This design comes from an exercise in tuning for small area on the open sky130 flow, not from production work. Function was checked by simulation only, so behaviour that the tests miss may differ from the original. No activity file was given, so power comes from the tool's default toggle rates.

build 27:
Design wbuart, start of the top module:
module	wbuart(i_clk, i_rst,
		i_wb_cyc, i_wb_stb, i_wb_we, i_wb_addr, i_wb_data,
			o_wb_ack, o_wb_stall, o_wb_data,
		i_uart_rx, o_uart_tx, i_cts_n, o_rts_n,
		o_uart_rx_int, o_uart_tx_int,
		o_uart_rxfifo_int, o_uart_txfifo_int);
Size: ~480 flip-flops, roughly 81 I/O pins, about 20,000 um^2 of cells after synthesis.
Settings: LEC_CHECK=0, CAP_MARGIN=20, CORE_MARGIN=2, CORE_UTILIZATION=75, SLEW_MARGIN=20; clock period 10.0 ns.
standard.sh (not shown) runs the stock make flow with config.mk's settings and CLKGATE_MAP_FILE= SYNTH_SCRIPT=/design/flow/synth_recipe.tcl, a recipe that flattens the netlist after the stock synthesis.
==> flow/flow/run.sh <==
#!/bin/bash
# Standard ORFS layout with two changes: ports get the smallest buffer
# (sky130_fd_sc_hd__buf_1), and clock tree synthesis clusters the sinks
# without dummy loads.  All of ORFS's output goes to standard.log here and
# to the per-step logs under orfs/logs/.
set -euo pipefail
export BUFFER_PORTS_ARGS="-buffer_cell sky130_fd_sc_hd__buf_1"
export CTS_ARGS="-sink_clustering_enable -repair_clock_nets -dont_use_dummy_load -sink_clustering_size 10 -sink_clustering_max_diameter 40 -buf_list sky130_fd_sc_hd__clkbuf_4"
bash standard.sh > standard.log 2>&1
Input-level comparison between build 51 and build 27:
-- flow/config.mk --
<<< build 27, line 10
export CORE_UTILIZATION = 75
>>> build 51, line 10
export CORE_UTILIZATION = 80
==> comparison <==
- For fraction of standard cell area that is sequential, build 51 and build 27 come out practically identical.
- NOTE die area build 27->build 51 decreased by a few percent
- Critical path depth came out exactly the same in build 51 and build 27.
diff inputs: build 51 => build 72
-- flow/flow/run.sh --
<<< build 51, line 8
export CTS_ARGS="-sink_clustering_enable -repair_clock_nets -dont_use_dummy_load -sink_clustering_size 10 -sink_clustering_max_diameter 40 -buf_list sky130_fd_sc_hd__clkbuf_4"
>>> build 72, line 8
export CTS_ARGS="-sink_clustering_enable -repair_clock_nets -dont_use_dummy_load -sink_clustering_size 16 -sink_clustering_max_diameter 70 -buf_list sky130_fd_sc_hd__clkbuf_8"
-- flow/config.mk --
<<< build 51, line 10
export CORE_UTILIZATION = 80
>>> build 72, line 10
export CORE_UTILIZATION = 75
Notes after the runs:
Sequential share of cell area (lower): build 72
Measured against build 51, the maximum frequency of build 72 comes out at 0.914 times the reference value.
Worst-case setup slack after placement on build 72 is behind build 51.
On standby leakage power, build 72 and build 51 are basically level.
Build 72 vs build 51 — clock-buffer cell count dropped by more than a quarter
Summary of the comparison: core utilization is lower in build 72, relative to build 51.
Routed wire length (build 72 vs. build 51) decreases by a few percent
Delta(placer congestion estimate, build 72 - build 51) < 0


Setup of onyx:
Another version of the RTL of wbuart (not shown whole).
Size: roughly 1,700 cells after synthesis, roughly 490 flip-flops, ~81 I/O pins, roughly 0.021 sq mm of cells after synthesis.
clock: 10.0 ns
lec_check: 0
cap_margin: 20
core_margin: 2
core_utilization: 40
slew_margin: 20
run.sh (not shown) runs the stock make flow with config.mk's settings and CLKGATE_MAP_FILE= SYNTH_SCRIPT=/design/flow/synth_recipe.tcl, a recipe that flattens the netlist after the stock synthesis.
Stock flow here: none of the scripts above is used.
onyx: all stages complete, timing, DRC and antenna checks passed
diff inputs: onyx => violet
- an added CTS_BUF_LIST of sky130_fd_sc_hd__clkbuf_4
Notes after the runs:
- From violet to onyx, combined area of all synthesized cells did not move at all.
- Setup WNS onyx -> violet: worse
- As far as non-clock buffer instance count of the final layout goes, onyx and violet are indistinguishable; the numbers are identical.
- Diff onyx -> violet: final worst-path cycle share shows an increase of 1.7 points, final max-slew violation count now sits at about the same level, clock-buffer cell count saw an increase, clock power shrank by about 2%, cell count along the critical path now sits lower.
- | cell count after placement | violet vs onyx | ≈ equal |
- violet against onyx: final area saw an increase, worst max-slew margin expressed relative to the limit saw a decrease.


Another version of the RTL of wbuart (not shown whole).
Size: roughly 1500 cells after synthesis, roughly 81 I/O pins.
==> flow/config.mk <==
export PLATFORM = sky130hd
export DESIGN_NAME = wbuart
export DESIGN_NICKNAME = wbuart
export VERILOG_FILES = /design/flow/design.v
export SDC_FILE = /design/flow/constraint.sdc
export NUM_CORES = 4
export LEC_CHECK = 0
export CAP_MARGIN = 20
export CORE_MARGIN = 2
export CORE_UTILIZATION = 60
export SLEW_MARGIN = 20
==> flow/constraint.sdc <==
create_clock -name core_clock -period 10.0 [get_ports {i_clk}]
set_input_delay 2.0000 -clock core_clock [delete_from_list [all_inputs] [get_ports {i_clk}]]
set_output_delay 2.0000 -clock core_clock [all_outputs]
set_load 0.01 [all_outputs]
standard.sh (not shown) runs the stock make flow with config.mk's settings and CLKGATE_MAP_FILE= SYNTH_SCRIPT=/design/flow/synth_recipe.tcl, a recipe that flattens the netlist after the stock synthesis.
==> flow/flow/run.sh <==
#!/bin/bash
# Standard ORFS layout with two changes: ports get the smallest buffer
# (sky130_fd_sc_hd__buf_1), and clock tree synthesis clusters the sinks
# without dummy loads.  All of ORFS's output goes to standard.log here and
# to the per-step logs under orfs/logs/.
set -euo pipefail
export BUFFER_PORTS_ARGS="-buffer_cell sky130_fd_sc_hd__buf_1"
export CTS_ARGS="-sink_clustering_enable -repair_clock_nets -dont_use_dummy_load -sink_clustering_size 20 -sink_clustering_max_diameter 80"
bash standard.sh > standard.log 2>&1
Next try:
--- a/flow/flow/run.sh
+++ b/flow/flow/run.sh
@@ -7,3 +7,4 @@
 export BUFFER_PORTS_ARGS="-buffer_cell sky130_fd_sc_hd__buf_1"
-export CTS_ARGS="-sink_clustering_enable -repair_clock_nets -dont_use_dummy_load -sink_clustering_size 20 -sink_clustering_max_diameter 80"
+export CTS_ARGS="-sink_clustering_enable -repair_clock_nets -dont_use_dummy_load -sink_clustering_size 16 -sink_clustering_max_diameter 70 -buf_list sky130_fd_sc_hd__clkbuf_8"
+export RECOVER_POWER=100
 bash standard.sh > standard.log 2>&1
Settings changed: CORE_UTILIZATION 60 to 75.
=> The changed run ran to the end with violations: max-capacitance violations, max-slew violations; final area is lower by 2.1%; global-route usage is higher by 5.6 points; total power is lower by 6.2%; synthesized area stays the same; first-iteration DRC count is higher by 46%; combinational power is lower by about 3%.
Next try:
--- a/flow/flow/run.sh
+++ b/flow/flow/run.sh
@@ -8,3 +8,2 @@
 export CTS_ARGS="-sink_clustering_enable -repair_clock_nets -dont_use_dummy_load -sink_clustering_size 16 -sink_clustering_max_diameter 70 -buf_list sky130_fd_sc_hd__clkbuf_8"
-export RECOVER_POWER=100
 bash standard.sh > standard.log 2>&1
Settings changed: CORE_UTILIZATION 75 to 70.
With this change the flow ran to the end with no violations.
Wire length came out higher by 1.2%.
Synthesized area is unchanged.
Worst setup slack improves by 0.56 ns.
Sequential power is about the same.
Via count fell by 0.77%.


Another version of the RTL of wbuart (not shown whole).
For scale: roughly 470 flip-flops, ~81 I/O pins, roughly 20000 um2 of cells after synthesis.
Design wbuart, start of the top module:
module	wbuart(i_clk, i_rst,
		i_wb_cyc, i_wb_stb, i_wb_we, i_wb_addr, i_wb_data,
			o_wb_ack, o_wb_stall, o_wb_data,
		i_uart_rx, o_uart_tx, i_cts_n, o_rts_n,
		o_uart_rx_int, o_uart_tx_int,
		o_uart_rxfifo_int, o_uart_txfifo_int);
Settings: LEC_CHECK=0, CAP_MARGIN=20, CORE_MARGIN=2, CORE_UTILIZATION=40, CTS_CLUSTER_DIAMETER=80, CTS_CLUSTER_SIZE=20, SLEW_MARGIN=20; clock period 10.0 ns.
run.sh (not shown) runs the stock make flow with config.mk's settings and CLKGATE_MAP_FILE= SYNTH_SCRIPT=/design/flow/synth_recipe.tcl, a recipe that flattens the netlist after the stock synthesis.
Stock flow here: none of the scripts above is used.
Edit:
==> flow/flow/run.sh (new file) <==
#!/bin/bash
# Standard ORFS layout with two changes: ports get the smallest buffer
# (sky130_fd_sc_hd__buf_1), and clock tree synthesis clusters the sinks
# without dummy loads.  All of ORFS's output goes to standard.log here and
# to the per-step logs under orfs/logs/.
set -euo pipefail
export BUFFER_PORTS_ARGS="-buffer_cell sky130_fd_sc_hd__buf_1"
export CTS_ARGS="-sink_clustering_enable -repair_clock_nets -dont_use_dummy_load -sink_clustering_size 20 -sink_clustering_max_diameter 80"
bash standard.sh > standard.log 2>&1
==> flow/standard.sh (new file) <==
#!/bin/bash
# synth_recipe.tcl (not shown) runs the flow's synth.tcl, then flattens the netlist and writes it again
# the make line also repeats each setting of config.mk as NAME=value (left out here)
make -C /OpenROAD-flow-scripts/flow DESIGN_CONFIG=/design/flow/config.mk WORK_HOME=/design/flow/orfs CLKGATE_MAP_FILE= SYNTH_SCRIPT=/design/flow/synth_recipe.tcl "${@:-finish}"
--- a/flow/config.mk
+++ b/flow/config.mk
@@ -10,3 +10 @@
-export CORE_UTILIZATION = 40
-export CTS_CLUSTER_DIAMETER = 80
-export CTS_CLUSTER_SIZE = 20
+export CORE_UTILIZATION = 60
removed: flow/run.sh
The changed run went through all stages and came out clean.
Routed wire length is lower by 2.2%.
Fmax is higher by 7.1%.
Final area is lower by 4.1%.


Another version of the RTL of wbuart (not shown whole).
Size: ~1,500 cells after synthesis, roughly 0.020 sq mm of cells after synthesis.
export LEC_CHECK = 0
export CAP_MARGIN = 20
export CORE_MARGIN = 2
export CORE_UTILIZATION = 75
export SLEW_MARGIN = 20
create_clock -name core_clock -period 10.0 [get_ports {i_clk}]
standard.sh (not shown) runs the stock make flow with config.mk's settings and CLKGATE_MAP_FILE= SYNTH_SCRIPT=/design/flow/synth_recipe.tcl, a recipe that flattens the netlist after the stock synthesis.
==> flow/flow/run.sh <==
#!/bin/bash
# Standard ORFS layout with two changes: ports get the smallest buffer
# (sky130_fd_sc_hd__buf_1), and clock tree synthesis clusters the sinks
# without dummy loads.  All of ORFS's output goes to standard.log here and
# to the per-step logs under orfs/logs/.
set -euo pipefail
export BUFFER_PORTS_ARGS="-buffer_cell sky130_fd_sc_hd__buf_1"
export CTS_ARGS="-sink_clustering_enable -repair_clock_nets -dont_use_dummy_load -sink_clustering_size 10 -sink_clustering_max_diameter 50 -buf_list sky130_fd_sc_hd__clkbuf_4"
bash standard.sh > standard.log 2>&1
The first run completed without violations.
Then changed:
--- a/flow/flow/run.sh
+++ b/flow/flow/run.sh
@@ -6,4 +6,4 @@
 set -euo pipefail
 export BUFFER_PORTS_ARGS="-buffer_cell sky130_fd_sc_hd__buf_1"
-export CTS_ARGS="-sink_clustering_enable -repair_clock_nets -dont_use_dummy_load -sink_clustering_size 10 -sink_clustering_max_diameter 50 -buf_list sky130_fd_sc_hd__clkbuf_4"
+export CTS_ARGS="-sink_clustering_enable -repair_clock_nets -dont_use_dummy_load -sink_clustering_size 16 -sink_clustering_max_diameter 70 -buf_list sky130_fd_sc_hd__clkbuf_8"
 bash standard.sh > standard.log 2>&1
What happened: Design area came out higher by 0.39%; worst setup slack got worse by 0.087 ns; maximum frequency came out lower by 1.7%; combinational power is about the same; critical path depth does not change.

## port drivers added, routing unchanged
The results above use ideal ports. As a check the final layouts listed here were re-extracted and re-timed, cells and wires unchanged. Step 1: set_driving_cell puts a clkbuf_16 on i_clk and a buf_2 on each other input, an assumption about the parent block. Step 2 moves the port delays by t, midway between the first and last clock arrival at a register: inputs arrive t later, outputs are due t later. That takes back most of the time a late clock gives input paths. a / b / c = no drivers / after step 1 / after step 2; a / b = the first two.
run	shift t [ns]	setup WS [ns]	worst setup path after step 2	worst register clock-pin slew, ns	pins driven straight from the clock port
build 27	0.766	5.668 / 5.692 / 4.926	input to register	0.11 / 0.11	1
build 51	0.754	5.836 / 5.860 / 5.106	input to register	0.11 / 0.11	1
build 72	0.591	5.442 / 5.471 / 4.880	input to register	0.11 / 0.11	1
onyx	0.655	5.708 / 5.716 / 5.092	input to register	0.07 / 0.07	1
violet	0.867	5.542 / 5.487 / 5.124	input to register	0.07 / 0.07	1
the first run of note 3	0.611	5.049 / 5.086 / 4.475	input to register	0.09 / 0.09	1
the second run of note 3	0.599	4.536 / 4.554 / 3.954	input to register	0.10 / 0.10	1
the third run of note 3	0.593	5.092 / 5.114 / 4.521	input to register	0.10 / 0.10	1
the first run of note 4	0.639	4.901 / 4.936 / 4.297	input to register	0.09 / 0.09	1
the second run of note 4	0.593	5.240 / 5.234 / 4.641	input to register	0.09 / 0.09	1
the first run of note 5	0.733	5.024 / 5.044 / 4.311	input to register	0.11 / 0.11	1
the second run of note 5	0.593	4.937 / 4.963 / 4.370	input to register	0.10 / 0.10	1
The setup slack of build 27, which loses most, moves by +0.024 ns with the drivers and by -0.742 ns with both steps.
